Source: an optimization exercise on an open RTL-to-GDS flow (aim: a short achievable clock period and few clock cycles). Production flows keep margins and buffers that such runs may drop.
RTL that was checked went through simulation tests only; none was proved equivalent to the original.
Power is estimated from default activity; no workload was simulated.

Design miniRV, start of the top module:
module miniRV (
    input  wire        clk,
    input  wire        rst,
    input  wire [31:0] inst_i,
    input  wire [31:0] mem_rdata_i,
    output wire [13:0] inst_addr_o,
    output wire [15:0] mem_addr_o,
    output wire        mem_wen_o,
    output wire [31:0] mem_wdata_o,
    output wire        debug_wb_have_inst,
    output wire [31:0] debug_wb_pc,
    output wire        debug_wb_ena,
    output wire [4:0]  debug_wb_reg,
    output wire [31:0] debug_wb_value
);
For scale: ~5700 cells after synthesis, roughly 1900 flip-flops, roughly 200 I/O pins, roughly 88000 sq um of cells after synthesis.
export LEC_CHECK = 0
export CAP_MARGIN = 20
export CORE_MARGIN = 2
export CORE_UTILIZATION = 40
export SETUP_SLACK_MARGIN = 5
export SLEW_MARGIN = 20
create_clock -name core_clock -period 9.5 [get_ports {clk}]
run.sh (not shown) runs the stock make flow with config.mk's settings and CLKGATE_MAP_FILE= SYNTH_SCRIPT=/design/flow/synth_recipe.tcl, a recipe that flattens the netlist after the stock synthesis.
The starting point went through all stages and came out clean.
Edit:
==> flow/flow/run.sh (new file) <==
#!/bin/bash
set -euo pipefail
MARGIN=${MARGIN:-6.5}
bash standard.sh SETUP_SLACK_MARGIN=$MARGIN finish > standard.log 2>&1
==> flow/standard.sh (new file) <==
#!/bin/bash
# synth_recipe.tcl (not shown) runs the flow's synth.tcl, then flattens the netlist and writes it again
# the make line also repeats each setting of config.mk as NAME=value (left out here)
make -C /OpenROAD-flow-scripts/flow DESIGN_CONFIG=/design/flow/config.mk WORK_HOME=/design/flow/orfs CLKGATE_MAP_FILE= SYNTH_SCRIPT=/design/flow/synth_recipe.tcl "${@:-finish}"
removed: flow/run.sh
After rerunning: The new run completed with no timing, DRC or antenna violations; hold slack degrades by 0.0069 ns; clock skew decreases by 0.0037 ns; count of clock-buffer cells in the layout decreases by 3; routed wire length increases by a little under a tenth; total power increases by a few percent; setup slack improves by 0.35 ns; sequential power stays flat; synthesized cell count stays the same; combinational power increases by a quarter to a third; synthesized area stays the same.
Function was not checked in any run of this note: the RTL went through the layout flow alone.

---

job 4998:
miniRV, a different RTL version from the one above (not shown whole).
Size in the first run: roughly 5300 cells after synthesis, ~1800 flip-flops, about 0.085 mm2 of cells after synthesis.
==> flow/design.v (excerpt) <==
module miniRV (
    input  wire        clk,
    input  wire        rst,
    input  wire [31:0] inst_i,
    input  wire [31:0] mem_rdata_i,
    output wire [13:0] inst_addr_o,
    output wire [15:0] mem_addr_o,
    output wire        mem_wen_o,
    output wire [31:0] mem_wdata_o,
    output wire        debug_wb_have_inst,
    output wire [31:0] debug_wb_pc,
    output wire        debug_wb_ena,
    output wire [4:0]  debug_wb_reg,
    output wire [31:0] debug_wb_value
);
reg  [13:0] pc_q;                  
reg  [15:0] btb_v;
reg  [9:0]  btb_tag [0:15];
reg  [13:0] btb_tgt [0:15];
reg         bu_en;
reg         bu_set;
reg  [13:0] bu_pc;
reg  [13:0] bu_tgt;
reg         d_valid;
reg  [31:0] d_inst;
reg  [13:0] d_pc;
reg         d_pred;
reg  [13:0] d_ptgt;
reg         e_valid;
reg  [31:0] e_a;
reg  [31:0] e_b;
reg  [31:0] e_c;                   
reg  [15:0] e_t;                   
reg  [13:0] e_pc;
reg         e_pred;
reg         e_tmis;                
reg  [13:0] e_ptgt;
reg         e_br, e_jal, e_jalr;
reg  [2:0]  e_f3;
reg         e_uns;
reg         e_ld, e_st, e_wr;
reg  [4:0]  e_rd;
reg         e_c_ld;                
reg         e_sub;
reg         e_s_add, e_s_slt, e_s_xor, e_s_or, e_s_and, e_s_sll, e_s_sr;
reg         e_sra;
reg         m_valid;
reg  [31:0] m_res;
reg  [31:0] m_wdata;
reg         m_wen;
reg         m_ld;
reg         m_wr;
reg  [4:0]  m_rd;
reg  [13:0] m_pc;
reg         w_valid;
reg  [13:0] w_pc;
reg         w_ena;
reg  [4:0]  w_rd;
reg  [31:0] w_val;
  ...
export LEC_CHECK = 0
export CAP_MARGIN = 20
export CORE_MARGIN = 2
export CORE_UTILIZATION = 40
export SLEW_MARGIN = 20
create_clock -name core_clock -period 9.5 [get_ports {clk}]
Stock flow here: none of the scripts above is used.
Testbench counts of job 4998, summed over its fixed seeds: cycles 82,570.
Modified inputs, job 4477 compared to job 4998
- SETUP_SLACK_MARGIN: unset -> 5
- ABC_CLOCK_PERIOD_IN_PS: unset -> 2500
- Global router's overall resource usage of job 4477 is on par with job 4998.
- Pin slew with the least headroom to its limit: job 4477 < job 4998
- STATUS worst setup slack for register-to-register paths: job 4477 wins against job 4998
- Between job 4477 and job 4998, the number of buffers other than clock buffers in the final layout is higher for job 4477.
- On maximum resistive drop on vdd, job 4477 and job 4998 are basically level.
- Taking job 4998 as the reference, in job 4477 total power held; relative contribution of the clock network to total power held; overall routed net length held; met1 track utilization from global routing held.
- Cmp job 4477 and job 4998 / area growth from synthesis to layout / higher: job 4477
- Job 4477 and job 4998 ended up with roughly the same ratio of routed vias to standard cells.
What job 9185 does differently from job 4477 at the input level:
- swapping 2500 for 4000 in ABC_CLOCK_PERIOD_IN_PS
Findings:
- ~same slew at the pin with the worst max-slew slack in job 9185 and job 4477
- Total congestion overflow after global routing essentially unchanged between job 4477 and job 9185.
- The async set or reset register ratio after synthesis was comparable across job 9185 and job 4477.
- Setup slack: job 4477 vs job 9185 identical

afterwards: timing with drivers on the ports:
Ports are ideal in the flow. The routed layouts listed here were re-timed in OpenROAD. Step 1 assumes that a clkbuf_16 drives the clock port and a buf_2 every other input. Step 2, shift: input delay + t, output delay - t, t = (earliest + latest rising clock arrival at the registers) / 2. This alone moves slack from input paths to output paths. Slacks: ideal ports / drivers / drivers and shift; pairs: ideal ports / drivers.
run | shift t [ns] | setup WS [ns] | worst setup path at the end | cell pins on the clock port's net
the first run of note 1 | 0.931 | 5.019 / 5.001 / 4.130 | input to register | 1
the second run of note 1 | 0.941 | 5.372 / 5.418 / 4.478 | input to register | 1
job 4998 | 0.924 | 4.195 / 4.195 / 4.195 | register to register | 1
job 4477 | 0.924 | 5.056 / 5.032 / 4.777 | input to register | 1
job 9185 | 0.924 | 5.056 / 5.032 / 4.777 | input to register | 1
After both steps setup and hold are still met in every run listed. The setup slack of the second run of note 1, which loses most, moves by +0.046 ns with the drivers and by -0.894 ns with both steps.
